What follows belongs to an exercise in optimizing a design on an open flow for small area; a production flow would make more cautious choices. In this exercise RTL edits were held to simulation tests only and were not proved equivalent to the original. The clock cells of run 8 come from the design's own scripts or RTL, not from TritonCTS. The flow treats the clock pin as an ideal source. Dropping or thinning the clock tree relies on that and would not hold on a real chip. Power is estimated from default activity; no workload was simulated.

===== flow/run.sh =====
#!/bin/bash
# synth_recipe.tcl (not shown) runs the flow's synth.tcl, then flattens the netlist and writes it again
# the make line also repeats each setting of config.mk as NAME=value (left out here)
make -C /OpenROAD-flow-scripts/flow DESIGN_CONFIG=/design/flow/config.mk WORK_HOME=/design/flow/orfs CLKGATE_MAP_FILE= SYNTH_SCRIPT=/design/flow/synth_recipe.tcl finish

===== flow/config.mk =====
export PLATFORM = sky130hd
export DESIGN_NAME = elevator
export DESIGN_NICKNAME = elevator
export VERILOG_FILES = /design/flow/design.v
export SDC_FILE = /design/flow/constraint.sdc
export NUM_CORES = 4
export LEC_CHECK = 0
export CAP_MARGIN = 20
export CORE_AREA = 10 10 210 210
export DIE_AREA = 0 0 220 220
export SLEW_MARGIN = 20

===== flow/constraint.sdc =====
create_clock -name core_clock -period 10.0 [get_ports {clk}]
set_input_delay 2.0000 -clock core_clock [delete_from_list [all_inputs] [get_ports {clk}]]
set_output_delay 2.0000 -clock core_clock [all_outputs]
set_load 0.01 [all_outputs]

===== flow/design.v =====
module elevator(
	input [63:0] requested_floor,	
	input [63:0] destination_floor_elevator1,
	input [63:0] destination_floor_elevator2,
	input [63:0] current_floor_elevator1,
	input [63:0] current_floor_elevator2,
	input clk,
	input reset_elevator1,
	input in_emergency_elevator1,
	input reset_elevator2,
	input in_emergency_elevator2,
	output reg [1:0] direction_elevator1,
	output reg [1:0] direction_elevator2,
	output reg request_taken,
	output reg elevator1_status,
	output reg elevator2_status,
	output reg arrived_elevator1,
	output reg arrived_elevator2,
	output reg emergency_signal_elevator1,
	output reg emergency_signal_elevator2,
	output reg [63:0] current_floor_output_elevator1,
	output reg [63:0] current_floor_output_elevator2,
	output reg [63:0] final_floor_elevator1,
	output reg [63:0] final_floor_elevator2
	);
always @ (posedge clk) begin
	if(elevator1_status == 1'b0 && request_taken == 1'b0 && final_floor_elevator2 != requested_floor && current_floor_output_elevator1 == destination_floor_elevator1) begin
		final_floor_elevator1 = requested_floor; 
		request_taken = 1'b1;
	end
	else if (elevator2_status == 1'b0 && request_taken == 1'b0 && final_floor_elevator1 != requested_floor && current_floor_output_elevator2 == destination_floor_elevator2) begin
		final_floor_elevator2 = requested_floor; 
		request_taken = 1'b1;
	end
	if (reset_elevator1) begin
		direction_elevator1 = 2'b00;
		request_taken = 1'b0;
		arrived_elevator1 = 1'b0;
		elevator1_status = 1'b0;
		emergency_signal_elevator1 = 1'b0;
		current_floor_output_elevator1 = current_floor_elevator1;
		final_floor_elevator1 = destination_floor_elevator1;
	end
	if (in_emergency_elevator1 == 1'b1) begin
		emergency_signal_elevator1 = 1'b1;
		arrived_elevator1 = 1'b1;
		direction_elevator1 = 2'b00;
	end
	else if (in_emergency_elevator1 == 1'b0) begin
		emergency_signal_elevator1 = 1'b0;
	end
	if ((final_floor_elevator1 > current_floor_output_elevator1) && !in_emergency_elevator1) begin
		emergency_signal_elevator1 = 1'b0;
		direction_elevator1 = 2'b01;
		current_floor_output_elevator1 = current_floor_output_elevator1 << 1;
		arrived_elevator1 = 1'b0;
		elevator1_status = 1'b1;
	end
	else if ((final_floor_elevator1 < current_floor_output_elevator1) && !in_emergency_elevator1) begin
		emergency_signal_elevator1 = 1'b0;
		direction_elevator1 = 2'b10;
		current_floor_output_elevator1 = current_floor_output_elevator1 >> 1;
		arrived_elevator1 = 1'b0;
		elevator1_status = 1'b1;
	end
	else if (final_floor_elevator1 == current_floor_output_elevator1) begin
		direction_elevator1 = 2'b00;
		arrived_elevator1 = 1'b1;
		elevator1_status = 1'b0;
		request_taken = 1'b0;
	end
	if (reset_elevator2) begin
		direction_elevator2 = 2'b00;
		request_taken = 1'b0;
		arrived_elevator2 = 1'b0;
		elevator2_status = 1'b0;
		emergency_signal_elevator2 = 1'b0;
		current_floor_output_elevator2 = current_floor_elevator2;
		final_floor_elevator2 = destination_floor_elevator2;
	end
	if (in_emergency_elevator2 == 1'b1) begin
		emergency_signal_elevator2 = 1'b1;
		arrived_elevator2 = 1'b1;
		direction_elevator2 = 2'b00;
	end
	else if (in_emergency_elevator2 == 1'b0) begin
		emergency_signal_elevator2 = 1'b0;
	end
	if ((final_floor_elevator2 > current_floor_output_elevator2) && !in_emergency_elevator2) begin
		emergency_signal_elevator2 = 1'b0;
		direction_elevator2 = 2'b01;
		current_floor_output_elevator2 = current_floor_output_elevator2 << 1;
		arrived_elevator2 = 1'b0;
		elevator2_status = 1'b1;
	end
	else if ((final_floor_elevator2 < current_floor_output_elevator2) && !in_emergency_elevator2) begin
		emergency_signal_elevator2 = 1'b0;
		direction_elevator2 = 2'b10;
		current_floor_output_elevator2 = current_floor_output_elevator2 >> 1;
		arrived_elevator2 = 1'b0;
		elevator2_status = 1'b1;
	end
	else if (final_floor_elevator2 == current_floor_output_elevator2) begin
		direction_elevator2 = 2'b00;
		arrived_elevator2 = 1'b1;
		elevator2_status = 1'b0;
		request_taken = 1'b0;
	end
end
endmodule

==> flow_summary.yaml, run 1 <==
layout:
  finish.net_count: 3049
  fillCellCount: 3264
  layout-drive-gt1-share_pct: 5.116
  final_cells: 3154
  syn_to_final_growth_pct: 39.93
clocking:
  hold_buffers: 0
  cts_made_buffers: 34
  root_buffer: "clkbuf_16"
  post-cts-setup-buffers: 0
  cts_resized: 0
  h-tree-depth: 2
  clkLatencyLatePin_ns: 0.53
  cts_max_path_buffers: 3
  clk_pin_slew_worst_paths_ns: 0.06
  cts_tree: "done"
  cts_sinks: 267
power:
  power.switching_uw: 1867
  clockPowerShare_pct: 27.6
  seqPwrFrac_pct: 31.1
  max-vdd-ir-drop_mv: 0.1083
  p_leak_uw: 0.01090
  p_int_uw: 3063
  p_comb_share_pct: 41.3
  power.density_nw_per_um2: 190.8
  sw_frac_of_total_pct: 37.87
critical_path:
  worstSetupEndpoint: "current_floor_output_elevator2[41]"
  setup.worst_path.class: "primary input to register"
  r2r-start: "final_floor_elevator1[24]"
  crit_start: "requested_floor[24]"
  cp_max_fo: 36
  worstPathArrival_ns: 9.44
  endpoint_kind: "register"
  rr_endpoint: "current_floor_output_elevator2[41]"
  start_kind: "primary input"
  ff2ff_path_depth: 19
  worstPathRequired_ns: 10.45
  reg2reg_setup_slack_ns: 2.89
synthesis:
  synth_edf_count: 0
  yosysTopAreaCellShare_pct: 28.95
  syn_nets: 2525
  synth_flop_cell: "dfxtp_1"
  yosysWarnings: 1
  synth_cell_type_count: 69
  synth_cells: 2072
  synthTopCellsByArea: "dfxtp_1 29%, mux2i_1 12%, ha_1 8.7%, xor2_1 6.5%, o21ai_1 4.5%"
  yosys.area.top_type: "dfxtp_1"
  seq_area_frac_synth_pct: 28.95
  synth_area_um2: 18460
  avgSynthCellArea_um2: 8.910
  synthArstFlopShare_pct: 0
  ys_ff_latch: 267
sta:
  hold_slack_ns: 0.5021
  fin_skew_ns: 0.01076
  grt_setup_unrepaired: "no"
  worst_pin_slew_ns: 1.118
  period_needed_ns: 8.990
  period_share_pct: 89.90
  max_freq_mhz: 111.2
  hold_viol_final: 0
  slew_headroom_pct: 25.44
  setup_viol: 0
  slew_violations: 0
  tns_ns: 0
global_routing:
  grt_max_degree: 119
  grt_pass1_vias: 19218
  grt_pass1_wl_um: 134100
  grtUsageMet1_pct: 45.20
  antenna_found_initial: 10
  grt-busiest-layer: "met2"
  grtUsageMet3_pct: 6.938
  grtUsageMet2_pct: 60.85
  track_usage_pct: 37.72
  overflow: 0
routing:
  vias: 19389
  wire_per_inst_um: 30.28
  viasPerCell: 6.147
  drt_iter0_markers: 2323
  firstDrtPassIters: 7
  drc: 0
  antenna_left: 0
  wl_um: 95500
floorplanning:
  dieArea_um2: 48400
  die_h_um: 220
  die_w_um: 220
  rows: 73
  pin_count: 592
  initial_core_util_pct: 46.57
  coreArea_um2: 39640
placed_design:
  gp_congestion: 0.9938
  io_buffers: 591
  dp_hpwl_um: 79520
  dp_cells: 3085
min_path:
  hold_start: "elevator2_status"
  hold_class: "register to register"
run_status:
  status: "timing/DRC/antenna clean"
job:
  max_cap_violations: 0
worst max-delay path, stage by stage:
cell	delay [ns]
clkdlybuf4s50_1	0.71
xor2_1	0.24
nor4_1	0.73
nand4_1	0.16
nor4_1	0.73
nor4_1	0.29
nand2b_4	0.52
buf_4	0.62
mux2i_1	0.26
o21ai_1	0.10
ha_1	0.35
nand4_1	0.16
nor3_1	0.50
a22oi_1	0.17
o211ai_1	0.22
a22oi_1	0.24
nand2_2	0.56
buf_12	0.29
mux2_1	0.35
mux2i_1	0.15
sequential cells by signal, indices dropped and copies added, names as in the netlist, 2 cells and up:
register	count
direction_elevator2	2
direction_elevator1	2
final_floor_elevator2	64
current_floor_output_elevator1	64
current_floor_output_elevator2	64
final_floor_elevator1	64
synth_stat cells, types with 7 or more instances:
cell type,instances
nor2_1,68
o22a_1,40
xnor2_1,86
xor2_1,136
mux2_2,41
o21ai_1,167
buf_1,7
buf_6,15
nand4_1,59
a21oi_1,47
a221oi_1,7
o21ai_0,24
nand2_1,208
nor2b_1,16
buf_2,19
mux2i_1,229
buf_4,12
a21o_1,18
nand2b_1,17
o311a_1,47
mux2_1,31
nor3_1,16
clkbuf_1,67
a22oi_1,13
ha_1,128
dfxtp_1,267
nor4_1,45
a32oi_1,47
nand3_1,22
inv_1,87
o22ai_1,11
layer usage:
metal,vias up,part of all wire [%]
li1,8688,-
met1,9242,37
met2,1219,47
met3,240,9.4
met4,0,6.9
met5,-,0
through the flow:
stage	total power (uW)	utilization, %	cell area, um2	setup slack [ns]
2_1_floorplan	2474	-	18460	3.902
4_1_cts	4891	65.10	25810	1.378
3_3_place_gp	3515	62.03	24590	0.9821
6_report	4930	65.17	25830	1.010
3_5_place_dp	3538	62.03	24590	0.9210
5_1_grt	5102	65.17	25830	1.042
cells by family after synthesis:
kind of cell	synth area share, %
AOI/OAI and AO/OA	17.41
xor gates and xnor gates	10.53
adders and majority gates	8.675
buffers and inverters	5.293
DFF	28.95
muxes	16.81
and+or+nand+nor	12.33
final cells by class:
class	count	area [um2]	share of cell area [%]
multi-input cells	1593	12160	47.09
repair buffers	608	6078	23.53
flip-flops and latches	267	5345	20.69
clock buffers	51	1049	4.059
well taps	525	656.9	2.543
inverters	92	345.3	1.337
clock inverters	8	168.9	0.6539
diodes	10	25.02	0.09687
placed cells by master, fill, tap and decap left out, types with 5 or more instances in the layout:
| cell | count |
|---|---|
| clkdlybuf4s50_1 | 588 |
| dfxtp_1 | 267 |
| mux2i_1 | 229 |
| nand2_1 | 207 |
| o21ai_1 | 167 |
| xor2_1 | 136 |
| ha_1 | 128 |
| inv_1 | 87 |
| xnor2_1 | 86 |
| nor2_1 | 68 |
| nand4_1 | 59 |
| a21oi_1 | 47 |
| a32oi_1 | 47 |
| o311a_1 | 47 |
| nor4_1 | 45 |
| mux2_2 | 41 |
| o22a_1 | 40 |
| clkbuf_16 | 37 |
| mux2_1 | 31 |
| o21ai_0 | 24 |
| nand3_1 | 22 |
| a21o_1 | 18 |
| nor2b_1 | 16 |
| nand2b_1 | 16 |
| nor3_1 | 15 |
| buf_4 | 14 |
| a22oi_1 | 13 |
| o22ai_1 | 11 |
| diode_2 | 10 |
| a221oi_1 | 7 |
| clkbuf_8 | 7 |
| clkbuf_1 | 7 |
| o2111ai_1 | 5 |
| a22o_1 | 5 |
| a211oi_1 | 5 |
| bufinv_16 | 5 |
worst min path at each step:
| stage | endpoint | cells past startpoint |
|---|---|---|
| 2_1_floorplan | elevator2_status | 2 |
| 3_3_place_gp | elevator2_status | 2 |
| 3_5_place_dp | elevator2_status | 2 |
| 4_1_cts | elevator2_status | 2 |
| 5_1_grt | elevator2_status | 2 |
| 6_report | elevator2_status | 2 |
power by group through the flow:
stage	clock network (uW)	logic (uW)	registers [uW]
after CTS	1360	2010	1520
final	1360	2030	1530
after floorplan	0	933	1540
after global routing	1400	2160	1540
after global placement	0	1980	1540
after detailed placement	0	2000	1540
==> run 2: changes to the inputs <==
==> flow/design.v (replaced) <==
module elevator(
	input [63:0] requested_floor,
	input [63:0] destination_floor_elevator1,
	input [63:0] destination_floor_elevator2,
	input [63:0] current_floor_elevator1,
	input [63:0] current_floor_elevator2,
	input clk,
	input reset_elevator1,
	input in_emergency_elevator1,
	input reset_elevator2,
	input in_emergency_elevator2,
	output reg [1:0] direction_elevator1,
	output reg [1:0] direction_elevator2,
	output reg request_taken,
	output reg elevator1_status,
	output reg elevator2_status,
	output reg arrived_elevator1,
	output reg arrived_elevator2,
	output reg emergency_signal_elevator1,
	output reg emergency_signal_elevator2,
	output [63:0] current_floor_output_elevator1,
	output [63:0] current_floor_output_elevator2,
	output [63:0] final_floor_elevator1,
	output [63:0] final_floor_elevator2
	);
function [5:0] enc;
	input [63:0] x;
	integer i;
	begin
		enc = 6'd0;
		for (i = 0; i < 64; i = i + 1)
			if (x[i]) enc = enc | i[5:0];
	end
endfunction
reg [5:0] cur1, cur2, fin1, fin2;
assign current_floor_output_elevator1 = 64'd1 << cur1;
assign current_floor_output_elevator2 = 64'd1 << cur2;
assign final_floor_elevator1 = 64'd1 << fin1;
assign final_floor_elevator2 = 64'd1 << fin2;
wire [5:0] req = enc(requested_floor);
wire [5:0] dst1 = enc(destination_floor_elevator1);
wire [5:0] dst2 = enc(destination_floor_elevator2);
wire [5:0] ld1 = enc(current_floor_elevator1);
wire [5:0] ld2 = enc(current_floor_elevator2);
wire take1 = !elevator1_status && !request_taken && fin2 != req && cur1 == dst1;
wire take2 = !take1 && !elevator2_status && !request_taken && fin1 != req && cur2 == dst2;
wire [5:0] f1 = reset_elevator1 ? dst1 : take1 ? req : fin1;
wire [5:0] c1 = reset_elevator1 ? ld1 : cur1;
wire [5:0] f2 = reset_elevator2 ? dst2 : take2 ? req : fin2;
wire [5:0] c2 = reset_elevator2 ? ld2 : cur2;
wire up1 = !in_emergency_elevator1 && f1 > c1;
wire dn1 = !in_emergency_elevator1 && f1 < c1;
wire eq1 = f1 == c1;
wire up2 = !in_emergency_elevator2 && f2 > c2;
wire dn2 = !in_emergency_elevator2 && f2 < c2;
wire eq2 = f2 == c2;
always @(posedge clk) begin
	fin1 <= f1;
	fin2 <= f2;
	cur1 <= up1 ? c1 + 6'd1 : dn1 ? c1 - 6'd1 : c1;
	cur2 <= up2 ? c2 + 6'd1 : dn2 ? c2 - 6'd1 : c2;
	direction_elevator1 <= {dn1, up1};
	direction_elevator2 <= {dn2, up2};
	arrived_elevator1 <= in_emergency_elevator1 | eq1;
	arrived_elevator2 <= in_emergency_elevator2 | eq2;
	emergency_signal_elevator1 <= in_emergency_elevator1;
	emergency_signal_elevator2 <= in_emergency_elevator2;
	elevator1_status <= !eq1 && (!in_emergency_elevator1 || (!reset_elevator1 && elevator1_status));
	elevator2_status <= !eq2 && (!in_emergency_elevator2 || (!reset_elevator2 && elevator2_status));
	request_taken <= (request_taken | take1 | take2) & !reset_elevator1 & !reset_elevator2 & !eq1 & !eq2;
end
endmodule
==> run 2 against run 1 <==
Hold slack better by 0.017 ns; combinational power is 62% lower; via count is 52% lower; clock skew is 0.0015 ns higher; sequential share of layout area is 15 points lower; clock-buffer cell count is 46 lower; maximum frequency is 18% higher; cell count is 37% lower; critical path depth stayed put; design area is 54% lower; non-clock buffer count is 21 lower; utilization is 35 points lower; highest routed layer unchanged.
==> flow_summary.yaml, run 2 <==
sta:
  tns_ns: 0
  max_freq_mhz: 131.6
  slew_headroom_pct: 31.34
  period_needed_ns: 7.597
  worst_pin_slew_ns: 1.020
  setup_viol: 0
  slew_violations: 0
  hold_viol_final: 0
  fin_skew_ns: 0.01231
  worst_slack_ns: 2.403
  grt_setup_unrepaired: "no"
  period_share_pct: 75.97
synthesis:
  synth_area_um2: 5340
  synth.most_common_cell: "nor2_1"
  yosysTopAreaCellShare_pct: 21.37
  yosysWarnings: 1
  synth_flop_cell: "dfxtp_1"
  avgSynthCellArea_um2: 5.836
  synth_cells: 915
  synth_cell_type_count: 55
  ys_ff_latch: 35
  synthTopCellsByArea: "nor2_1 21%, nor4_1 13%, dfxtp_1 13%, nor3_1 5.1%, nand2_1 5.0%"
  synthArstFlopShare_pct: 0
  yosys-top-cells-count: "304 x nor2_1, 114 x nor4_1, 71 x nand2_1, 54 x nor3_1, 43 x clkbuf_1"
  seq_area_frac_synth_pct: 13.12
  yosys.area.top_type: "nor2_1"
  syn_nets: 1256
  synth_edf_count: 0
floorplanning:
  pin_count: 592
  die_w_um: 220
  rows: 73
  initial_core_util_pct: 13.47
  coreArea_um2: 39640
  dieArea_um2: 48400
  die_h_um: 220
routing:
  wl_um: 43970
  antenna_left: 0
  firstDrtPassIters: 5
  vias: 9212
  drc: 0
  wire_per_inst_um: 22.10
  viasPerCell: 4.629
  drt_iter0_markers: 460
layout:
  finish.net_count: 1804
  final_area_um2: 11870
  layout-drive-gt1-share_pct: 1.639
  layout_common_cells: "586 x clkdlybuf4s50_1, 304 x nor2_1, 114 x nor4_1"
  syn_to_final_growth_pct: 122.3
  final_common_cell: "clkdlybuf4s50_1"
placed_design:
  place_area_um2: 11700
  io_buffers: 586
  gp_congestion: 0.9366
  place_worst_setup_slack_ns: 2.122
  dp_hpwl_um: 38460
clocking:
  root_buffer: "clkbuf_16"
  h-tree-depth: 2
  clkLatencyLatePin_ns: 0.29
  cts_sinks: 35
  cts_max_path_buffers: 2
  cts_tree: "done"
  post-cts-setup-buffers: 0
  cts_resized: 0
  clk_pin_slew_worst_paths_ns: 0.07
  hold_buffers: 0
  cts_made_buffers: 5
power:
  power.density_nw_per_um2: 103.4
  seqPwrFrac_pct: 22.5
  p_comb_share_pct: 62.4
  p_int_uw: 653.0
  sw_frac_of_total_pct: 46.78
  power.switching_uw: 573.9
  clockPowerShare_pct: 15.1
  max-vdd-ir-drop_mv: 0.08154
  p_leak_uw: 0.003893
critical_path:
  path_cells: "clkdlybuf4s50_1, or4_1, nor3_1, nand3_1, xnor2_1, nand4_1, o211ai_2, nand3b_4, mux2i_1, o21ai_0, ha_1, nor2b_1, o21a_1, o21a_1, o21a_1, o21a_1, nor3_1, and3_1, a32oi_1, xor2_1"
  worstPathRequired_ns: 10.17
  endpoint_kind: "register"
  setup.worst_path.class: "primary input to register"
  ff2ff_path_depth: 18
  cp_max_fo: 13
  start_kind: "primary input"
  critPathMaxStageDelay_ns: 0.60
  worstPathArrival_ns: 7.77
  slowest_stage: "nor3_1"
  path_common_cell: "o21a_1"
global_routing:
  track_usage_pct: 16.51
  grt_max_degree: 24
  overflow: 0
  grt_pass1_wl_um: 61200
  antenna_found_initial: 0
  grt_pass1_vias: 9699
run_status:
  status: "timing/DRC/antenna clean"
min_path:
  min_delay_path_depth: 2
  hold_class: "register to register"
job:
  max_cap_violations: 0
## run 2: cell types whose count changed after synthesis, sizes merged, moves of 47 or more
cell,before,now
xnor2,86,18
buf,53,3
mux2,72,3
o21ai,191,15
dfxtp,267,35
ha,128,16
o311a,47,0
nor2,68,304
nand2,209,71
inv,91,16
mux2i,229,17
nor4,48,114
xor2,136,9
## run 2: final timing paths
path | from | slack, ns | to
worst max-delay path | requested_floor[23] | 2.40 | cur2[5]
worst min-delay path | elevator2_status | 0.52 | elevator2_status
worst max register to register | fin1[3] | 5.27 | cur2[5]
worst min register to register | elevator2_status | 0.52 | elevator2_status
## run 2: worst max-delay path: cells and delay by family
kind                       cells  cell delay (ns)
adders and majority gates      1             0.30
and+or+nand+nor                8             2.83
AOI/OAI and AO/OA              7             1.56
muxes                          1             0.18
buffers and inverters          1             0.46
xor gates and xnor gates       2             0.43
## run 2: per-stage QoR
stage / std cells / hold WS (ns) / total power, uW / util [%]
after floorplan: 915 / 0.5073 / 624.7 / -
after global placement: 1981 / 0.5006 / 1049 / 29.50
after detailed placement: 1981 / 0.5066 / 1050 / 29.50
after CTS: 1989 / 0.5187 / 1247 / 29.94
after global routing: 1989 / 0.5623 / 1322 / 29.94
final: 1990 / 0.5188 / 1227 / 29.94
## run 2: routing by layer
layer	global-route usage [%]	part of all wire, %
met1	17.87	38
met2	30.46	51
met3	4.950	9.3
met4	4.451	2.4
met5	0	0
## run 2: layout make-up
type,instances,area (um2)
flip-flops and latches,35,700.7
multi-input cells,818,4404
clock inverters,3,47.55
well taps,525,656.9
inverters,16,60.06
fillers,4291,27770
diodes,1,2.502
repair buffers,587,5873
clock buffers,5,125.1
## run 2: kinds of logic after synthesis
group / synth area share (%)
muxes: 3.960
xor gates and xnor gates: 4.569
DFF: 13.12
buffers and inverters: 4.405
AOI/OAI and AO/OA: 7.264
and+or+nand+nor: 62.93
adders and majority gates: 3.749
## run 2: power by group through the flow
stage,Sequential [uW],Clock (uW),Combinational [uW]
after floorplan,205,0,419
after CTS,280,193,773
after global routing,289,198,835
after detailed placement,282,0,767
final,275,185,766
after global placement,282,0,767
==> run 3: changes to the inputs <==
==> flow/flow/run.sh (new file) <==
#!/bin/bash
# Standard ORFS layout, with the smallest buffer cell for the port buffers.
set -euo pipefail
export BUFFER_PORTS_ARGS="-buffer_cell sky130_fd_sc_hd__buf_1"
bash standard.sh finish > standard_flow.log 2>&1
==> flow/standard.sh (new file) <==
#!/bin/bash
# synth_recipe.tcl (not shown) runs the flow's synth.tcl, then flattens the netlist and writes it again
# the make line also repeats each setting of config.mk as NAME=value (left out here)
make -C /OpenROAD-flow-scripts/flow DESIGN_CONFIG=/design/flow/config.mk WORK_HOME=/design/flow/orfs CLKGATE_MAP_FILE= SYNTH_SCRIPT=/design/flow/synth_recipe.tcl "${@:-finish}"
removed: flow/run.sh
==> run 3 against run 2 <==
Still clean; hold slack got worse by 0.0043 ns; largest cell class is now multi-input combinational cells; sequential share of layout area rose by 2.7 points; setup slack improved by 0.31 ns; critical path type unchanged.
==> flow_summary.yaml, run 3 <==
run_status:
  status: "timing/DRC/antenna clean"
critical_path:
  worstPathArrival_ns: 7.45
  worstSetupEndpoint: "cur2[5]"
  endpoint_kind: "register"
  cp_max_fo: 13
  setup.worst_path.class: "primary input to register"
  start_kind: "primary input"
  rr_endpoint: "cur2[5]"
  reg2reg_setup_slack_ns: 5.19
  crit_start: "requested_floor[25]"
  r2r-start: "fin1[3]"
  worstPathRequired_ns: 10.16
  ff2ff_path_depth: 18
routing:
  firstDrtPassIters: 5
  wire_per_inst_um: 20.48
  drt_iter0_markers: 495
  met1_length_um: 15060
  top_layer_used: "met4"
  wl_um: 40730
  drc: 0
  dr_wl_met2_um: 20970
  vias: 9115
  antenna_left: 0
  routed-wl-met3_um: 3883
  viasPerCell: 4.583
sta:
  grt_setup_unrepaired: "no"
  tns_ns: 0
  worst_pin_slew_ns: 0.9413
  period_needed_ns: 7.290
  slew_headroom_pct: 36.66
  fin_skew_ns: 0.005557
  max_freq_mhz: 137.2
  setup_viol: 0
  hold_viol_final: 0
  slew_violations: 0
  worst_slack_ns: 2.710
  period_share_pct: 72.90
clocking:
  root_buffer: "clkbuf_16"
  cts_resized: 0
  cts_max_path_buffers: 2
  h-tree-depth: 2
  post-cts-setup-buffers: 0
  cts_sinks: 35
  clkLatencyLatePin_ns: 0.28
  cts_made_buffers: 5
  hold_buffers: 0
  cts_tree: "done"
  clk_pin_slew_worst_paths_ns: 0.06
synthesis:
  yosys.area.top_type: "nor2_1"
  synth_cells: 915
  avgSynthCellArea_um2: 5.836
  synth_cell_type_count: 55
  synth_xor_area_share_pct: 4.569
  yosys-top-cells-count: "304 x nor2_1, 114 x nor4_1, 71 x nand2_1, 54 x nor3_1, 43 x clkbuf_1"
  synthTopCellsByArea: "nor2_1 21%, nor4_1 13%, dfxtp_1 13%, nor3_1 5.1%, nand2_1 5.0%"
  syn_nets: 1256
  synth_compound_area_share_pct: 7.263
  yosysWarnings: 1
  synthAdderAreaFrac_pct: 3.749
  synthSimpleGateAreaFrac_pct: 62.93
  synthArstFlopShare_pct: 0
  seq_area_frac_synth_pct: 13.12
  yosysTopAreaCellShare_pct: 21.37
  ys_ff_latch: 35
  synth_edf_count: 0
  synth_top_family_by_area: "simple AND/OR/NAND/NOR gates"
  synth_mux_area_share_pct: 3.960
  synth_area_um2: 5340
  synth.most_common_cell: "nor2_1"
  synth_flop_cell: "dfxtp_1"
floorplanning:
  rows: 73
  pin_count: 592
  die_h_um: 220
  coreArea_um2: 39640
  die_w_um: 220
  initial_core_util_pct: 13.47
  dieArea_um2: 48400
power:
  p_leak_uw: 0.002417
  p_int_uw: 476.6
  p_comb_share_pct: 58.0
  max-vdd-ir-drop_mv: 0.08817
  power.switching_uw: 567.0
  power.density_nw_per_um2: 127.6
  seqPwrFrac_pct: 26.7
  sw_frac_of_total_pct: 54.33
  clockPowerShare_pct: 15.3
layout:
  diodes: 0
  layout_common_cells: "586 x buf_1, 304 x nor2_1, 114 x nor4_1"
  layout-drive-gt1-share_pct: 1.639
  final_area_um2: 8180
  syn_to_final_growth_pct: 53.19
  final_common_cell: "buf_1"
  finish.net_count: 1805
global_routing:
  overflow: 0
  grt_pass1_vias: 9238
  grt_max_degree: 24
  track_usage_pct: 15.18
  antenna_found_initial: 0
  grt_pass1_wl_um: 56320
placed_design:
  gp_congestion: 1.004
  place_area_um2: 8036
  dp_hpwl_um: 35870
  io_buffers: 586
  place_worst_setup_slack_ns: 2.455
min_path:
  hold_class: "register to register"
job:
  max_cap_violations: 0
## run 3: cell counts after synthesis
No cell type changed its count.
## run 3: final cells by class
class / count / area, um2
repair buffers: 588 / 2215
clock inverters: 1 / 5.005
fillers: 4669 / 31460
inverters: 16 / 60.06
flip-flops and latches: 35 / 700.7
well taps: 525 / 656.9
clock buffers: 6 / 138.9
multi-input cells: 818 / 4404
## run 3: cell families after synthesis
kind of cell    after synthesis
fa+ha+maj                    16
compound gates               59
flops                        35
simple gates                696
buf+inv                      62
mux                          20
xor+xnor                     27
## run 3: power groups by stage
stage | Combinational [uW] | Sequential [uW] | Clock (uW)
after floorplan | 419 | 205 | 0
after global placement | 607 | 287 | 0
after detailed placement | 606 | 288 | 0
after CTS | 609 | 286 | 167
after global routing | 675 | 290 | 172
final | 605 | 278 | 160
## run 3: critical path, cell delays in order
cell      delay, ns
buf_1          0.15
nor4_1         0.75
nand4b_1       0.31
or3_1          0.45
xnor2_1        0.16
nand4_1        0.14
o211ai_2       0.51
nand3b_4       0.23
mux2i_1        0.17
o21ai_0        0.32
ha_1           0.31
nor2b_1        0.13
o21a_1         0.16
o21a_1         0.16
o21a_1         0.16
o21a_1         0.17
nor3_1         0.59
and3_1         0.27
a32oi_1        0.12
xor2_1         0.18
## run 3: worst min path at each step
stage,start,endpoint,depth (start not counted)
after floorplan,elevator1_status,elevator1_status,2
after global routing,elevator2_status,elevator2_status,2
after detailed placement,elevator2_status,elevator2_status,2
after global placement,elevator2_status,elevator2_status,2
final,elevator2_status,elevator2_status,2
after CTS,elevator2_status,elevator2_status,2
## run 3: metal layers
layer  vias up  global-route usage, %
li1       4395                      -
met1      4113                  16.70
met2       561                  28.73
met3        46                  3.716
met4         0                  3.104
met5         -                      0
## run 3: through the flow
step | power [uW] | util (%) | instances | hold WS, ns
after global routing | 1137 | 20.64 | 1989 | 0.5442
after floorplan | 624.7 | - | 915 | 0.5073
after global placement | 894.2 | 20.27 | 1982 | 0.5024
after detailed placement | 893.9 | 20.27 | 1982 | 0.5026
after CTS | 1062 | 20.64 | 1989 | 0.5133
final | 1044 | 20.64 | 1989 | 0.5145
==> run 4: changes to the inputs <==
--- a/flow/design.v
+++ b/flow/design.v
@@ -14,8 +14,8 @@
 	output reg request_taken,
 	output reg elevator1_status,
 	output reg elevator2_status,
-	output reg arrived_elevator1,
-	output reg arrived_elevator2,
+	output arrived_elevator1,
+	output arrived_elevator2,
 	output reg emergency_signal_elevator1,
 	output reg emergency_signal_elevator2,
 	output [63:0] current_floor_output_elevator1,
@@ -25,18 +25,52 @@
 	);
 function [5:0] enc;
 	input [63:0] x;
+	reg [7:0] row, col;
 	integer i;
 	begin
-		enc = 6'd0;
+		for (i = 0; i < 8; i = i + 1) begin
+			row[i] = |x[8*i +: 8];
+			col[i] = x[i] | x[8+i] | x[16+i] | x[24+i] | x[32+i] | x[40+i] | x[48+i] | x[56+i];
+		end
+		enc[0] = col[1] | col[3] | col[5] | col[7];
+		enc[1] = col[2] | col[3] | col[6] | col[7];
+		enc[2] = col[4] | col[5] | col[6] | col[7];
+		enc[3] = row[1] | row[3] | row[5] | row[7];
+		enc[4] = row[2] | row[3] | row[6] | row[7];
+		enc[5] = row[4] | row[5] | row[6] | row[7];
+	end
+endfunction
+function [63:0] dec;
+	input [5:0] k;
+	reg [7:0] row, col;
+	integer i;
+	begin
+		row = 8'd1 << k[5:3];
+		col = 8'd1 << k[2:0];
 		for (i = 0; i < 64; i = i + 1)
-			if (x[i]) enc = enc | i[5:0];
+			dec[i] = row[i / 8] & col[i % 8];
+	end
+endfunction
+function [5:0] step;
+	input [5:0] c;
+	input up, dn;
+	reg u, d;
+	integer i;
+	begin
+		u = up;
+		d = dn;
+		for (i = 0; i < 6; i = i + 1) begin
+			step[i] = c[i] ^ (u | d);
+			u = u & c[i];
+			d = d & !c[i];
+		end
 	end
 endfunction
 reg [5:0] cur1, cur2, fin1, fin2;
-assign current_floor_output_elevator1 = 64'd1 << cur1;
-assign current_floor_output_elevator2 = 64'd1 << cur2;
-assign final_floor_elevator1 = 64'd1 << fin1;
-assign final_floor_elevator2 = 64'd1 << fin2;
+assign current_floor_output_elevator1 = dec(cur1);
+assign current_floor_output_elevator2 = dec(cur2);
+assign final_floor_elevator1 = dec(fin1);
+assign final_floor_elevator2 = dec(fin2);
 wire [5:0] req = enc(requested_floor);
 wire [5:0] dst1 = enc(destination_floor_elevator1);
 wire [5:0] dst2 = enc(destination_floor_elevator2);
@@ -54,15 +88,15 @@
 wire up2 = !in_emergency_elevator2 && f2 > c2;
 wire dn2 = !in_emergency_elevator2 && f2 < c2;
 wire eq2 = f2 == c2;
+assign arrived_elevator1 = !(direction_elevator1[0] | direction_elevator1[1]);
+assign arrived_elevator2 = !(direction_elevator2[0] | direction_elevator2[1]);
 always @(posedge clk) begin
 	fin1 <= f1;
 	fin2 <= f2;
-	cur1 <= up1 ? c1 + 6'd1 : dn1 ? c1 - 6'd1 : c1;
-	cur2 <= up2 ? c2 + 6'd1 : dn2 ? c2 - 6'd1 : c2;
+	cur1 <= step(c1, up1, dn1);
+	cur2 <= step(c2, up2, dn2);
 	direction_elevator1 <= {dn1, up1};
 	direction_elevator2 <= {dn2, up2};
-	arrived_elevator1 <= in_emergency_elevator1 | eq1;
-	arrived_elevator2 <= in_emergency_elevator2 | eq2;
 	emergency_signal_elevator1 <= in_emergency_elevator1;
 	emergency_signal_elevator2 <= in_emergency_elevator2;
 	elevator1_status <= !eq1 && (!in_emergency_elevator1 || (!reset_elevator1 && elevator1_status));
==> flow/flow/run.sh (replaced) <==
#!/bin/bash
# The standard ORFS layout, with an area-oriented synthesis (flow/synth.tcl) and the
# smallest buffer cell for the port buffers. Full tool output: standard_flow.log and
# orfs/logs/.
set -euo pipefail
export MY_WORK=$(pwd)
export MY_ABC_SCRIPT=$MY_WORK/flow/area.script
export BUFFER_PORTS_ARGS="-buffer_cell sky130_fd_sc_hd__buf_1"
bash standard.sh SYNTH_SCRIPT=$MY_WORK/flow/synth.tcl finish > standard_flow.log 2>&1
==> flow/flow/area.script (new file) <==
strash
&get -n
&fraig -x
&put
scorr
dc2
strash
dch -f
amap -F 20 -A 40 -C 5000
==> flow/flow/synth.tcl (new file) <==
# The standard synthesis (synth_recipe.tcl in the work folder), with two changes that
# leave the registers alone: ABC maps with the area-oriented script in flow/area.script, and
# Yosys does not extract half/full adders (ABC maps that logic instead).
proc abc {args} {
  set i [lsearch -exact $args -script]
  if {$i >= 0} { lset args [expr {$i + 1}] $::env(MY_ABC_SCRIPT) }
  yosys abc {*}$args
}
proc extract_fa {args} {}
source $::env(MY_WORK)/synth_recipe.tcl
==> run 4 against run 3 <==
Maximum frequency shrank 11%; first-iteration DRC count grew 40%; synthesized cell count shrank 13%; critical path depth grew 5; global-route usage shrank 1.1 points; utilization shrank 1.7 points; flip-flop and latch count shrank 2; setup slack lost 0.86 ns; clock power grew 15%.
==> flow_summary.yaml, run 4 <==
clocking:
  cts_tree: "done"
  h-tree-depth: 2
  post-cts-setup-buffers: 0
  cts_resized: 0
  hold_buffers: 0
  clkLatencyLatePin_ns: 0.28
  cts_sinks: 33
  cts_made_buffers: 5
  root_buffer: "clkbuf_16"
  clk_pin_slew_worst_paths_ns: 0.06
  cts_max_path_buffers: 2
layout:
  final_common_cell: "buf_1"
  diodes: 0
  layout-drive-gt1-share_pct: 1.005
  final_area_um2: 7500
  layout_common_cells: "586 x buf_1, 291 x nor2_1, 102 x nor4_1"
  syn_to_final_growth_pct: 69.51
  finish.net_count: 1717
routing:
  viasPerCell: 4.586
  wire_per_inst_um: 19.68
  firstDrtPassIters: 5
  wl_um: 37750
  antenna_left: 0
  drc: 0
  vias: 8795
  drt_iter0_markers: 693
synthesis:
  syn_nets: 1120
  ys_ff_latch: 33
  yosys-top-cells-count: "291 x nor2_1, 103 x nor4_1, 72 x nand3_1, 55 x clkinv_1, 52 x or4_1"
  synth_cell_type_count: 30
  yosysTopAreaCellShare_pct: 24.69
  synth_cells: 795
  synthTopCellsByArea: "nor2_1 25%, dfxtp_1 15%, nor4_1 15%, or4_1 8.8%, nand3_1 8.1%"
  synth_area_um2: 4424
  synth_edf_count: 0
  synthArstFlopShare_pct: 0
  synth.most_common_cell: "nor2_1"
  avgSynthCellArea_um2: 5.565
  synth_flop_cell: "dfxtp_1"
  yosys.area.top_type: "nor2_1"
  yosysWarnings: 1
  seq_area_frac_synth_pct: 14.93
power:
  p_leak_uw: 0.001875
  power.density_nw_per_um2: 134.1
  max-vdd-ir-drop_mv: 0.08456
global_routing:
  grt_max_degree: 15
  overflow: 0
  grt_pass1_wl_um: 52760
  grt_pass1_vias: 9022
  track_usage_pct: 14.03
  antenna_found_initial: 0
critical_path:
  critPathMaxStageDelay_ns: 0.67
  start_kind: "primary input"
  setup.worst_path.class: "primary input to register"
  worstPathRequired_ns: 10.21
  worstPathArrival_ns: 8.36
  cp_max_fo: 7
  slowest_stage: "nor4_1"
  endpoint_kind: "register"
floorplanning:
  dieArea_um2: 48400
  die_w_um: 220
  initial_core_util_pct: 11.16
  coreArea_um2: 39640
  die_h_um: 220
  rows: 73
  pin_count: 592
sta:
  fin_skew_ns: 0.006775
  max_freq_mhz: 122.7
  period_share_pct: 81.52
  worst_pin_slew_ns: 1.090
  period_needed_ns: 8.152
  slew_violations: 0
  grt_setup_unrepaired: "no"
  tns_ns: 0
  hold_viol_final: 0
  slew_headroom_pct: 26.80
  setup_viol: 0
placed_design:
  place_area_um2: 7317
  io_buffers: 586
  dp_hpwl_um: 33870
  gp_congestion: 0.9829
run_status:
  status: "timing/DRC/antenna clean"
job:
  max_cap_violations: 0
min_path:
  hold_class: "register to register"
-- run 4: path summary, 6_finish.rpt --
check,cells after the start,slack (ns),endpoint,startpoint
min,2,0.49,elevator1_status,elevator1_status
min reg2reg,2,0.49,elevator1_status,elevator1_status
max reg2reg,20,5.24,cur2[5],cur2[0]
max,25,1.85,cur2[5],destination_floor_elevator2[19]
-- run 4: metrics by stage --
| stage | setup slack, ns | instances | power [uW] | hold slack (ns) | util, % |
|---|---|---|---|---|---|
| after floorplan | 3.218 | 795 | 544.7 | 0.4924 | - |
| after global placement | 1.633 | 1910 | 818.4 | 0.4750 | 18.46 |
| after detailed placement | 1.592 | 1910 | 815.4 | 0.4796 | 18.46 |
| after CTS | 1.858 | 1918 | 1008 | 0.4890 | 18.90 |
| after global routing | 1.181 | 1918 | 1091 | 0.5326 | 18.92 |
| final | 1.848 | 1918 | 1006 | 0.4884 | 18.92 |
-- run 4: layout make-up --
type,count,area (um2)
fillers,4680,32140
multi-input cells,707,3570
repair buffers,590,2230
flip-flops and latches,33,660.6
well taps,525,656.9
inverters,55,206.4
clock buffers,6,138.9
clock inverters,2,37.54
-- run 4: logic make-up after synthesis --
| group | Yosys count | share of synthesized area, % |
|---|---|---|
| flip-flops | 33 | 14.93 |
| AND/OR/NAND/NOR | 608 | 65.70 |
| buffers and inverters | 55 | 4.666 |
| AO/OA/AOI/OAI | 99 | 14.71 |
-- run 4: per-layer routing --
metal / vias to the layer above / GRT usage [%] / part of all wire [%]
met2: 642 / 25.95 / 50
met5: - / 0 / 0
met3: 78 / 3.634 / 10
li1: 4184 / - / -
met4: 0 / 3.606 / 2.6
met1: 3891 / 15.53 / 37
-- run 4: report_power, final --
group          switching (uW)  internal, uW
Combinational             415           163
Sequential               75.1           169
Clock                    60.0           124
-- run 4: worst max-delay path: cells and delay by family --
family,cells,cell delay (ns)
AOI/OAI and AO/OA,10,2.37
buffers and inverters,3,0.48
and+or+nand+nor,12,3.50
==> run 5: changes to the inputs <==
--- a/flow/flow/run.sh
+++ b/flow/flow/run.sh
@@ -6,4 +6,5 @@
 export MY_WORK=$(pwd)
 export MY_ABC_SCRIPT=$MY_WORK/flow/area.script
 export BUFFER_PORTS_ARGS="-buffer_cell sky130_fd_sc_hd__buf_1"
+export CTS_ARGS="-sink_clustering_enable -repair_clock_nets -dont_use_dummy_load -root_buf sky130_fd_sc_hd__clkbuf_4 -buf_list sky130_fd_sc_hd__clkbuf_4 -sink_clustering_size 20"
 bash standard.sh SYNTH_SCRIPT=$MY_WORK/flow/synth.tcl finish > standard_flow.log 2>&1
--- a/flow/config.mk
+++ b/flow/config.mk
@@ -8,4 +8,5 @@
 export CAP_MARGIN = 20
 export CORE_AREA = 10 10 210 210
 export DIE_AREA = 0 0 220 220
+export GPL_TIMING_DRIVEN = 0
 export SLEW_MARGIN = 20
==> run 5 against run 4 <==
Combinational power barely moved; critical endpoint unchanged; setup slack got worse by 0.15 ns; critical path type unchanged; sequential share of layout area rose by 0.18 points; total power fell by 11%; wire length rose by 0.17%; clock power fell by 59%; global-route usage fell by 0.18 points.
==> flow_summary.yaml, run 5 <==
routing:
  viasPerCell: 4.647
  routed-wl-met3_um: 3969
  wl_um: 37810
  wire_per_inst_um: 19.76
  top_layer_used: "met4"
  met1_length_um: 13930
  dr_wl_met2_um: 18640
  vias: 8895
  drt_iter0_markers: 616
  drc: 0
  antenna_left: 0
  firstDrtPassIters: 5
critical_path:
  worstPathRequired_ns: 10.29
  path_buf_inv: 3
  rr_endpoint: "cur2[5]"
  setup.worst_path.class: "primary input to register"
  ff2ff_path_depth: 20
  start_kind: "primary input"
  path_delay_family: "simple AND/OR/NAND/NOR gates"
  endpoint_kind: "register"
  critPathMaxStageDelay_ns: 0.59
  reg2reg_setup_slack_ns: 4.96
  r2r-start: "cur2[0]"
  slowest_stage: "nor4_1"
  worstPathArrival_ns: 8.60
  cp_max_fo: 7
min_path:
  hold_start: "elevator1_status"
  min_delay_path_depth: 2
  hold_class: "register to register"
  hold_end: "elevator1_status"
placed_design:
  place_worst_setup_slack_ns: 1.278
  gp_congestion: 0.9927
  io_buffers: 586
  place_area_um2: 7306
  dp_hpwl_um: 33670
sta:
  period_share_pct: 83.04
  hold_slack_ns: 0.4908
  slew_violations: 0
  max_freq_mhz: 120.4
  slew_headroom_pct: 35.19
  tns_ns: 0
  hold_viol_final: 0
  grt_setup_unrepaired: "no"
  setup_viol: 0
  worst_slack_ns: 1.697
  worst_pin_slew_ns: 0.9633
  fin_skew_ns: 0.02000
  period_needed_ns: 8.304
run_status:
  status: "timing/DRC/antenna clean"
synthesis:
  synthTopCellsByArea: "nor2_1 25%, dfxtp_1 15%, nor4_1 15%, or4_1 8.8%, nand3_1 8.1%"
  syn_nets: 1120
  yosys-top-cells-count: "291 x nor2_1, 103 x nor4_1, 72 x nand3_1, 55 x clkinv_1, 52 x or4_1"
  ys_ff_latch: 33
  synth_cell_type_count: 30
  yosysWarnings: 1
  yosysTopAreaCellShare_pct: 24.69
  synth_edf_count: 0
  seq_area_frac_synth_pct: 14.93
  synth_area_um2: 4424
  yosys.area.top_type: "nor2_1"
  avgSynthCellArea_um2: 5.565
  synth_flop_cell: "dfxtp_1"
  synth.most_common_cell: "nor2_1"
  synthArstFlopShare_pct: 0
  synth_cells: 795
floorplanning:
  die_w_um: 220
  die_h_um: 220
  rows: 73
  dieArea_um2: 48400
  pin_count: 592
  coreArea_um2: 39640
  initial_core_util_pct: 11.16
layout:
  layout-drive-gt1-share_pct: 0.7205
  final_area_um2: 7352
  final_common_cell: "buf_1"
  finish.net_count: 1715
  layout_common_cells: "586 x buf_1, 291 x nor2_1, 101 x nor4_1"
  syn_to_final_growth_pct: 66.18
power:
  clockPowerShare_pct: 8.4
  power.density_nw_per_um2: 122.2
  p_comb_share_pct: 64.5
  sw_frac_of_total_pct: 60.53
  power_uw: 898.5
  power.switching_uw: 543.9
  p_leak_uw: 0.001804
  p_int_uw: 354.7
  seqPwrFrac_pct: 27.2
  max-vdd-ir-drop_mv: 0.1159
clocking:
  cts_tree: "done"
  cts_resized: 0
  cts_max_path_buffers: 2
  hold_buffers: 0
  h-tree-depth: 2
  cts_made_buffers: 5
  clk_pin_slew_worst_paths_ns: 0.12
  post-cts-setup-buffers: 0
  cts_sinks: 33
  clkLatencyLatePin_ns: 0.37
  root_buffer: "clkbuf_4"
global_routing:
  grt_pass1_vias: 8900
  overflow: 0
  antenna_found_initial: 1
  track_usage_pct: 13.85
  grt_pass1_wl_um: 51690
  grt_max_degree: 15
job:
  max_cap_violations: 0
-- run 5: per-layer routing --
metal  track usage (%)  vias up
met5                 0        -
met2             24.92      631
met4             5.045        0
met1             15.29     4015
li1                  -     4183
met3             3.716       66
-- run 5: power groups by stage --
stage	clock network, uW	registers [uW]	logic (uW)
2_1_floorplan	0	217	328
3_3_place_gp	0	247	574
3_5_place_dp	0	246	573
4_1_cts	82.5	243	576
5_1_grt	86.9	250	640
6_report	75.2	244	579
-- run 5: worst register-to-register path: stages (launching register included) --
cell	delay (ns)
dfxtp_1	0.46
clkinv_1	0.21
a222oi_1	0.25
o2111ai_1	0.28
a31o_1	0.32
nor4_1	0.58
nand2_1	0.32
clkinv_1	0.19
o22ai_1	0.13
o22ai_1	0.33
nor2_1	0.09
a2111oi_0	0.49
o21ai_0	0.17
o311ai_0	0.17
nand2_1	0.17
nor2_1	0.16
nand2_1	0.11
nor3_1	0.25
o22a_1	0.17
nor2_1	0.04
a21oi_1	0.11
-- run 5: worst max-delay path by stage --
stage / from / endpoint / slack [ns] / cells after the start
finish: destination_floor_elevator2[19] / cur2[5] / 1.70 / 25
global route: destination_floor_elevator2[19] / cur2[5] / 1.09 / 25
CTS: destination_floor_elevator2[19] / cur2[5] / 1.66 / 25
detailed placement: destination_floor_elevator2[19] / cur2[5] / 1.28 / 25
global placement: requested_floor[13] / cur2[5] / 1.19 / 25
floorplan: requested_floor[13] / cur2[5] / 3.22 / 24
-- run 5: cell families (layout without fill, tap and decap cells) --
kind of cell	count (synthesis)	after routing	share of synthesized area, %
buffers and inverters	55	648	4.666
DFF	33	33	14.93
and+or+nand+nor	608	608	65.70
other	0	1	0
AOI/OAI and AO/OA	99	99	14.71
-- run 5: final cells by class --
type / count / area [um2]
diodes: 1 / 2.502
repair buffers: 588 / 2212
multi-input cells: 707 / 3576
clock buffers: 5 / 37.54
flip-flops and latches: 33 / 660.6
fillers: 4705 / 32290
well taps: 525 / 656.9
inverters: 55 / 206.4
-- run 5: metrics by stage --
step / util, % / instances
after floorplan: - / 795
after global placement: 18.37 / 1906
after detailed placement: 18.43 / 1908
after CTS: 18.52 / 1913
after global routing: 18.54 / 1913
final: 18.55 / 1914
==> run 6: changes to the inputs <==
==> flow/flow/run.sh (replaced) <==
#!/bin/bash
# The standard ORFS layout, with an area-oriented synthesis (flow/synth.tcl) and the
# smallest buffer cell for the port buffers. Full tool output: standard_flow.log and
# orfs/logs/.
set -euo pipefail
export MY_WORK=$(pwd)
export MY_ABC_SCRIPT=$MY_WORK/flow/area.script
export BUFFER_PORTS_ARGS="-buffer_cell sky130_fd_sc_hd__buf_1"
export CTS_ARGS="-sink_clustering_enable -repair_clock_nets -dont_use_dummy_load -root_buf sky130_fd_sc_hd__clkbuf_8 -buf_list sky130_fd_sc_hd__clkbuf_8 -sink_clustering_size 40 -sink_clustering_max_diameter 400"
bash standard.sh SYNTH_SCRIPT=$MY_WORK/flow/synth.tcl finish > standard_flow.log 2>&1
==> run 6 against run 5 <==
Still clean; hold slack lost 0.0057 ns; synthesized area stayed put; clock power is 31% higher; combinational power barely moved; die area unchanged; cell count is essentially flat; wire length is essentially flat; total power up 2.7%; clock skew fell by 0.0072 ns; maximum frequency decreased by 1.3%; register-to-register slack gained 0.03 ns; largest power group unchanged.
==> flow_summary.yaml, run 6 <==
run_status:
  status: "timing/DRC/antenna clean"
synthesis:
  synth_cell_type_count: 30
  yosysTopAreaCellShare_pct: 24.69
  synth_flop_cell: "dfxtp_1"
  avgSynthCellArea_um2: 5.565
  yosys.area.top_type: "nor2_1"
  yosys-top-cells-count: "291 x nor2_1, 103 x nor4_1, 72 x nand3_1, 55 x clkinv_1, 52 x or4_1"
  synthTopCellsByArea: "nor2_1 25%, dfxtp_1 15%, nor4_1 15%, or4_1 8.8%, nand3_1 8.1%"
  yosysWarnings: 1
  synth_area_um2: 4424
  synthArstFlopShare_pct: 0
  syn_nets: 1120
  synth_cells: 795
  synth_edf_count: 0
  seq_area_frac_synth_pct: 14.93
  ys_ff_latch: 33
  synth.most_common_cell: "nor2_1"
routing:
  drc: 0
  vias: 8857
  firstDrtPassIters: 5
  drt_iter0_markers: 715
  wire_per_inst_um: 19.75
  antenna_left: 0
  wl_um: 37790
  viasPerCell: 4.630
layout:
  layout_common_cells: "586 x buf_1, 291 x nor2_1, 101 x nor4_1"
  final_area_um2: 7381
  final_common_cell: "buf_1"
  syn_to_final_growth_pct: 66.83
  layout-drive-gt1-share_pct: 0.7205
  finish.net_count: 1715
  diodes: 0
placed_design:
  dp_hpwl_um: 33670
  place_area_um2: 7306
  gp_congestion: 0.9927
  io_buffers: 586
  place_worst_setup_slack_ns: 1.278
clocking:
  cts_tree: "done"
  cts_sinks: 33
  hold_buffers: 0
  cts_resized: 0
  root_buffer: "clkbuf_8"
  post-cts-setup-buffers: 0
  cts_max_path_buffers: 2
  h-tree-depth: 2
  cts_made_buffers: 5
  clk_pin_slew_worst_paths_ns: 0.08
  clkLatencyLatePin_ns: 0.30
min_path:
  hold_class: "register to register"
  min_delay_path_depth: 2
  hold_start: "elevator1_status"
  hold_end: "elevator1_status"
global_routing:
  track_usage_pct: 13.84
  grt-busiest-layer: "met2"
  overflow: 0
  grt_pass1_wl_um: 51660
  grtUsageMet2_pct: 24.92
  grt_pass1_vias: 8899
  grtUsageMet3_pct: 3.675
  antenna_found_initial: 1
  grt_max_degree: 15
  grtUsageMet1_pct: 15.29
sta:
  worst_pin_slew_ns: 0.9911
  slew_violations: 0
  max_freq_mhz: 118.9
  fin_skew_ns: 0.01279
  setup_viol: 0
  worst_slack_ns: 1.588
  period_share_pct: 84.12
  tns_ns: 0
  slew_headroom_pct: 33.32
  hold_viol_final: 0
  period_needed_ns: 8.412
  grt_setup_unrepaired: "no"
power:
  p_comb_share_pct: 62.9
  p_leak_uw: 0.001817
  seqPwrFrac_pct: 26.5
  power.switching_uw: 546.1
  sw_frac_of_total_pct: 59.20
  power.density_nw_per_um2: 125.0
  clockPowerShare_pct: 10.7
  max-vdd-ir-drop_mv: 0.1172
  p_int_uw: 376.4
critical_path:
  endpoint_kind: "register"
  setup.worst_path.class: "primary input to register"
  start_kind: "primary input"
  worstPathRequired_ns: 10.23
  cp_max_fo: 7
  crit_start: "destination_floor_elevator2[19]"
  r2r-start: "cur2[0]"
  reg2reg_setup_slack_ns: 4.99
  worstPathArrival_ns: 8.64
  rr_endpoint: "cur2[5]"
  ff2ff_path_depth: 20
floorplanning:
  die_h_um: 220
  rows: 73
  dieArea_um2: 48400
  coreArea_um2: 39640
  pin_count: 592
  initial_core_util_pct: 11.16
  die_w_um: 220
job:
  max_cap_violations: 0
==> run 6: cells by family after synthesis <==
kind of cell / synth area share [%]
AO/OA/AOI/OAI: 14.71
flip-flops: 14.93
buffers and inverters: 4.666
AND/OR/NAND/NOR: 65.70
==> run 6: how the worst max path moves through the flow <==
| stage | to |
|---|---|
| global route | cur2[5] |
| floorplan | cur2[5] |
| detailed placement | cur2[5] |
| finish | cur2[5] |
| global placement | cur2[5] |
| CTS | cur2[5] |
==> run 6: per-layer routing <==
layer  vias up  routed length [um]  share of wire [%]
li1       4176                   -                  -
met1      3960               13810                 37
met2       655               18580                 49
met3        66                4148                 11
met4         0                1246                3.3
met5         -                   0                  0
==> run 6: critical path, cell delays in order <==
cell and delay (ns):
buf_1 0.11, or4_1 0.53, or3_1 0.31, or4_1 0.51, nor4_1 0.64, clkinv_1 0.22
a222oi_1 0.28, o2111ai_1 0.27, a31o_1 0.32, nor4_1 0.58, nand2_1 0.32, clkinv_1 0.19
o22ai_1 0.13, o22ai_1 0.32, nor2_1 0.09, a2111oi_0 0.48, o21ai_0 0.17, o311ai_0 0.17
nand2_1 0.17, nor2_1 0.16, nand2_1 0.10, nor3_1 0.25, o22a_1 0.17, nor2_1 0.04
a21oi_1 0.11
==> run 6: layout make-up <==
type	count	area (um2)
well taps	525	656.9
inverters	55	206.4
multi-input cells	707	3576
clock buffers	5	68.82
flip-flops and latches	33	660.6
repair buffers	588	2212
fillers	4700	32260
==> run 6: power groups by stage <==
stage	clock, uW	sequential [uW]	combinational (uW)
final	98.3	244	580
after global routing	110	250	640
after CTS	106	243	576
after detailed placement	0	246	573
after global placement	0	247	574
after floorplan	0	217	328
==> run 6: through the flow <==
step | total power, uW | utilization (%) | std cells | hold WS (ns)
floorplan | 544.7 | - | 795 | 0.4924
global placement | 820.5 | 18.37 | 1906 | 0.4772
detailed placement | 818.4 | 18.43 | 1908 | 0.4765
CTS | 924.9 | 18.60 | 1913 | 0.4887
global route | 1000 | 18.62 | 1913 | 0.5292
finish | 922.5 | 18.62 | 1913 | 0.4851
==> run 7: changes to the inputs <==
==> flow/flow/run.sh (replaced) <==
#!/bin/bash
# The standard ORFS layout, with an area-oriented synthesis (flow/synth.tcl), the
# smallest buffer cell for the port buffers and a one-buffer clock tree (flow/cts.tcl).
# Full tool output: standard_flow.log and orfs/logs/.
set -euo pipefail
export MY_WORK=$(pwd)
export MY_ABC_SCRIPT=$MY_WORK/flow/area.script
export BUFFER_PORTS_ARGS="-buffer_cell sky130_fd_sc_hd__buf_1"
export PRE_CTS_TCL=$MY_WORK/flow/cts.tcl
export MY_CLOCK_PORT=clk
export MY_CLOCK_BUF=sky130_fd_sc_hd__clkbuf_16
bash standard.sh SYNTH_SCRIPT=$MY_WORK/flow/synth.tcl finish > standard_flow.log 2>&1
==> flow/flow/cts.tcl (new file) <==
# Sourced before ORFS's CTS step (PRE_CTS_TCL). The design has a few dozen flip-flops, so the
# clock tree is a single clock buffer: this replaces clock_tree_synthesis with a step that
# puts one buffer between the clock port and every clock pin, placed at the pins' centroid
# (detailed placement then legalises it).
proc clock_tree_synthesis {args} {
  set block [ord::get_db_block]
  set clk [$block findNet $::env(MY_CLOCK_PORT)]
  set master [[ord::get_db] findMaster $::env(MY_CLOCK_BUF)]
  set buf [odb::dbInst_create $block $master clkbuf_root]
  set net [odb::dbNet_create $block clknet_root]
  $net setSigType CLOCK
  set sx 0
  set sy 0
  set n 0
  foreach it [$clk getITerms] {
    set inst [$it getInst]
    set loc [$inst getLocation]
    incr sx [lindex $loc 0]
    incr sy [lindex $loc 1]
    incr n
    $it disconnect
    $it connect $net
  }
  [$buf findITerm A] connect $clk
  [$buf findITerm X] connect $net
  $buf setLocation [expr {$sx / $n}] [expr {$sy / $n}]
  $buf setPlacementStatus PLACED
  puts "Clock buffer $::env(MY_CLOCK_BUF) drives $n clock pins"
}
--- a/flow/config.mk
+++ b/flow/config.mk
@@ -6,7 +6,7 @@
 export NUM_CORES = 4
 export LEC_CHECK = 0
 export CAP_MARGIN = 20
-export CORE_AREA = 10 10 210 210
-export DIE_AREA = 0 0 220 220
+export CORE_AREA = 5 5 125 125
+export DIE_AREA = 0 0 130 130
 export GPL_TIMING_DRIVEN = 0
 export SLEW_MARGIN = 20
==> run 7 against run 6 <==
Synthesized cell count stayed put; synthesized area stayed put; the run now fails in I/O pin placement (3_2_place_iop).
==> flow_summary.yaml, run 7 <==
synthesis:
  synthAdderAreaFrac_pct: 0
  yosys-top-cells-count: "291 x nor2_1, 103 x nor4_1, 72 x nand3_1, 55 x clkinv_1, 52 x or4_1"
  yosysTopAreaCellShare_pct: 24.69
  synthArstFlopShare_pct: 0
  avgSynthCellArea_um2: 5.565
  synth_xor_area_share_pct: 0
  ys_ff_latch: 33
  synth_flop_cell: "dfxtp_1"
  synth_mux_area_share_pct: 0
  synthTopCellsByArea: "nor2_1 25%, dfxtp_1 15%, nor4_1 15%, or4_1 8.8%, nand3_1 8.1%"
  synth_edf_count: 0
  synth_area_um2: 4424
  yosys.area.top_type: "nor2_1"
  synth_compound_area_share_pct: 14.71
  syn_nets: 1120
  synth_cell_type_count: 30
  synthSimpleGateAreaFrac_pct: 65.70
  yosysWarnings: 1
  synth.most_common_cell: "nor2_1"
  synth_top_family_by_area: "simple AND/OR/NAND/NOR gates"
  seq_area_frac_synth_pct: 14.93
  synth_cells: 795
run_status:
  error_line: "[ERROR PPL-0024] Number of IO pins (592) exceeds maximum number of available positions (462). Increase the die perimeter from 520.00um to 805.12um."
  stop_stage: "I/O pin placement (3_2_place_iop)"
  status: "aborted with a tool error"
floorplanning:
  die_h_um: 130
  rows: 43
  die_w_um: 130
  initial_core_util_pct: 31.63
==> run 7: cell counts after synthesis <==
Identical to the previous run, type by type.
==> run 7: kinds of logic after synthesis <==
kind of cell    count (synthesis)
buf+inv                        55
compound gates                 99
flops                          33
simple gates                  608
==> run 8: changes to the inputs <==
==> flow/flow/run.sh (replaced) <==
#!/bin/bash
# The standard ORFS layout, with an area-oriented synthesis (flow/synth.tcl), the
# smallest buffer cell for the port buffers and a one-level clock tree of three buffers (flow/cts.tcl).
# Full tool output: standard_flow.log and orfs/logs/.
set -euo pipefail
export MY_WORK=$(pwd)
export MY_ABC_SCRIPT=$MY_WORK/flow/area.script
export BUFFER_PORTS_ARGS="-buffer_cell sky130_fd_sc_hd__buf_1"
export PRE_CTS_TCL=$MY_WORK/flow/cts.tcl
export MY_CLOCK_PORT=clk
export MY_CLOCK_BUF=sky130_fd_sc_hd__clkbuf_8
export MY_CLOCK_GROUPS=3
bash standard.sh SYNTH_SCRIPT=$MY_WORK/flow/synth.tcl finish > standard_flow.log 2>&1
==> flow/flow/cts.tcl (replaced) <==
# Sourced before ORFS's CTS step (PRE_CTS_TCL). The design has a few dozen flip-flops, so the
# clock tree is one level of clock buffers: this replaces clock_tree_synthesis with a step that
# splits the clock pins into MY_CLOCK_GROUPS groups by position (k-means), and gives each group
# its own buffer, placed at the group's centroid and fed by the clock port (detailed placement
# then legalises the buffers).
proc clock_tree_synthesis {args} {
  set block [ord::get_db_block]
  set clk [$block findNet $::env(MY_CLOCK_PORT)]
  set master [[ord::get_db] findMaster $::env(MY_CLOCK_BUF)]
  set k $::env(MY_CLOCK_GROUPS)
  set pins {}
  set xs {}
  set ys {}
  foreach it [$clk getITerms] {
    set loc [[$it getInst] getLocation]
    lappend pins $it
    lappend xs [lindex $loc 0]
    lappend ys [lindex $loc 1]
  }
  set n [llength $pins]
  # initial centres: pins spread through the list sorted by x
  set order [lsort -integer -indices $xs]
  set cx {}
  set cy {}
  for {set j 0} {$j < $k} {incr j} {
    set i [lindex $order [expr {($j * $n + $n / 2) / $k}]]
    lappend cx [lindex $xs $i]
    lappend cy [lindex $ys $i]
  }
  for {set iter 0} {$iter < 50} {incr iter} {
    set grp {}
    for {set i 0} {$i < $n} {incr i} {
      set best 0
      set bd -1
      for {set j 0} {$j < $k} {incr j} {
        set d [expr {abs([lindex $xs $i] - [lindex $cx $j]) + abs([lindex $ys $i] - [lindex $cy $j])}]
        if {$bd < 0 || $d < $bd} { set bd $d; set best $j }
      }
      lappend grp $best
    }
    for {set j 0} {$j < $k} {incr j} {
      set sx 0; set sy 0; set m 0
      for {set i 0} {$i < $n} {incr i} {
        if {[lindex $grp $i] == $j} { incr sx [lindex $xs $i]; incr sy [lindex $ys $i]; incr m }
      }
      if {$m > 0} { lset cx $j [expr {$sx / $m}]; lset cy $j [expr {$sy / $m}] }
    }
  }
  for {set j 0} {$j < $k} {incr j} {
    set buf [odb::dbInst_create $block $master clkbuf_leaf_$j]
    set net [odb::dbNet_create $block clknet_leaf_$j]
    $net setSigType CLOCK
    set m 0
    for {set i 0} {$i < $n} {incr i} {
      if {[lindex $grp $i] == $j} {
        set it [lindex $pins $i]
        $it disconnect
        $it connect $net
        incr m
      }
    }
    [$buf findITerm A] connect $clk
    [$buf findITerm X] connect $net
    $buf setLocation [lindex $cx $j] [lindex $cy $j]
    $buf setPlacementStatus PLACED
    puts "Clock buffer $j ($::env(MY_CLOCK_BUF)) drives $m clock pins"
  }
}
--- a/flow/config.mk
+++ b/flow/config.mk
@@ -6,7 +6,7 @@
 export NUM_CORES = 4
 export LEC_CHECK = 0
 export CAP_MARGIN = 20
-export CORE_AREA = 5 5 125 125
-export DIE_AREA = 0 0 130 130
+export CORE_AREA = 10 10 210 210
+export DIE_AREA = 0 0 220 220
 export GPL_TIMING_DRIVEN = 0
 export SLEW_MARGIN = 20
==> run 8 against run 7 <==
Synthesized cell count unchanged; synthesized area did not move; now clean on timing, DRC and antenna.
==> flow_summary.yaml, run 8 <==
sta:
  hold_viol_final: 0
  setup_viol: 0
  fin_skew_ns: 0.01205
  hold_slack_ns: 0.4865
  worst_slack_ns: 1.509
  period_share_pct: 84.91
  grt_setup_unrepaired: "no"
  slew_violations: 0
  worst_pin_slew_ns: 1.005
  tns_ns: 0
  slew_headroom_pct: 32.38
  period_needed_ns: 8.491
  max_freq_mhz: 117.8
run_status:
  status: "timing/DRC/antenna clean"
global_routing:
  overflow: 0
  grt_pass1_wl_um: 51560
  grt_pass1_vias: 8883
  grt_max_degree: 15
  track_usage_pct: 13.63
  antenna_found_initial: 1
layout:
  finish.net_count: 1713
  multi_input_area_um2: 3576
  final_common_cell: "buf_1"
  diodes: 0
  syn_to_final_growth_pct: 66.20
  layout-drive-gt1-share_pct: 0.5772
  fillCellCount: 4698
  layout_common_cells: "586 x buf_1, 291 x nor2_1, 101 x nor4_1"
  seqCellArea_um2: 660.6
  post-route-util_pct: 18.55
routing:
  antenna_left: 0
  drc: 0
  drt_iter0_markers: 627
  firstDrtPassIters: 5
  wire_per_inst_um: 19.68
  vias: 8778
  wl_um: 37600
  viasPerCell: 4.593
critical_path:
  worstSetupEndpoint: "cur2[5]"
  cp.depth: 25
  critPathMaxStageDelay_ns: 0.59
  slowest_stage: "nor4_1"
  path_delay_family: "simple AND/OR/NAND/NOR gates"
  start_kind: "primary input"
  crit_start: "destination_floor_elevator2[19]"
  path_buf_inv: 3
  setup.worst_path.class: "primary input to register"
  r2r-start: "cur2[0]"
  cp_max_fo: 7
  worstPathRequired_ns: 10.07
  reg2reg_setup_slack_ns: 5.00
  rr_endpoint: "cur2[5]"
  endpoint_kind: "register"
  ff2ff_path_depth: 20
  worstPathArrival_ns: 8.57
clocking:
  clk_pin_slew_worst_paths_ns: 0.09
  cts_resized: 0
  post-cts-setup-buffers: 0
  hold_buffers: 0
  clkLatencyLatePin_ns: 0.15
power:
  power.density_nw_per_um2: 121.0
  max-vdd-ir-drop_mv: 0.1159
  p_leak_uw: 0.001803
  power_uw: 889.8
job:
  max_cap_violations: 0
placed_design:
  io_buffers: 586
  dp_hpwl_um: 33670
  gp_congestion: 0.9927
  place_worst_setup_slack_ns: 1.278
floorplanning:
  rows: 73
  coreArea_um2: 39640
  die_w_um: 220
  initial_core_util_pct: 11.16
  dieArea_um2: 48400
  die_h_um: 220
  pin_count: 592
synthesis:
  synth_xor_area_share_pct: 0
  syn_nets: 1120
  synth_cells: 795
  synth_flop_cell: "dfxtp_1"
  avgSynthCellArea_um2: 5.565
  yosysWarnings: 1
  yosys.area.top_type: "nor2_1"
  yosysTopAreaCellShare_pct: 24.69
  synth_compound_area_share_pct: 14.71
  synth_mux_area_share_pct: 0
  ys_ff_latch: 33
  synthAdderAreaFrac_pct: 0
  synthTopCellsByArea: "nor2_1 25%, dfxtp_1 15%, nor4_1 15%, or4_1 8.8%, nand3_1 8.1%"
  synth_edf_count: 0
  synthSimpleGateAreaFrac_pct: 65.70
  synth_area_um2: 4424
  synth_top_family_by_area: "simple AND/OR/NAND/NOR gates"
  yosys-top-cells-count: "291 x nor2_1, 103 x nor4_1, 72 x nand3_1, 55 x clkinv_1, 52 x or4_1"
  synthArstFlopShare_pct: 0
  seq_area_frac_synth_pct: 14.93
  synth_cell_type_count: 30
  synth.most_common_cell: "nor2_1"
min_path:
  hold_class: "register to register"
## run 8: tightest hold or removal path, delay by kind of cell, from the launching register on
family	cells	cell delay, ns
compound gates	1	0.06
simple gates	1	0.06
flops	1	0.33
## run 8: cell families after synthesis
| kind of cell | after synthesis |
|---|---|
| DFF | 33 |
| and+or+nand+nor | 608 |
| buffers and inverters | 55 |
| AOI/OAI and AO/OA | 99 |
## run 8: per-layer routing
metal / vias up / global-route usage [%] / part of all wire, %
met3: 65 / 3.140 / 10
met1: 3924 / 15.11 / 37
met5: - / 0 / 0
met4: 0 / 4.542 / 3.4
met2: 615 / 25.01 / 49
li1: 4174 / - / -
## run 8: area by class of cell
class	instances	area share, %
multi-input cells	707	48.63
inverters	55	2.808
well taps	525	8.933
flip-flops and latches	33	8.984
repair buffers	588	30.08
plain buffers	3	0.5615
## run 8: how the worst min path moves through the flow
stage	from	end	depth (start not counted)
after global routing	elevator1_status	elevator1_status	2
after global placement	elevator1_status	elevator1_status	2
after floorplan	elevator1_status	elevator1_status	2
after CTS	elevator1_status	elevator1_status	2
final	elevator1_status	elevator1_status	2
after detailed placement	elevator1_status	elevator1_status	2
## run 8: power by group
group | total [uW] | switching, uW | internal [uW] | leakage (uW)
Clock | 67.2 | 39.6 | 27.6 | 0.0000216
Combinational | 579 | 416 | 163 | 0.00151
Sequential | 244 | 75.5 | 169 | 0.000275
Total | 890 | 531 | 359 | 0.00180
## run 8: metrics by stage
step                instance area (um2)  cells
floorplan                          4424    795
global placement                   7281   1906
detailed placement                 7306   1908
CTS                                7347   1911
global route                       7353   1911
finish                             7353   1911

Check on run 8: ideal ports give 1.509 ns setup slack; a clkbuf_16 on the clock port and buf_2 on the inputs give 1.534 ns; moving port delays by the midpoint clock arrival (0.198 ns) as well gives 1.336 ns.
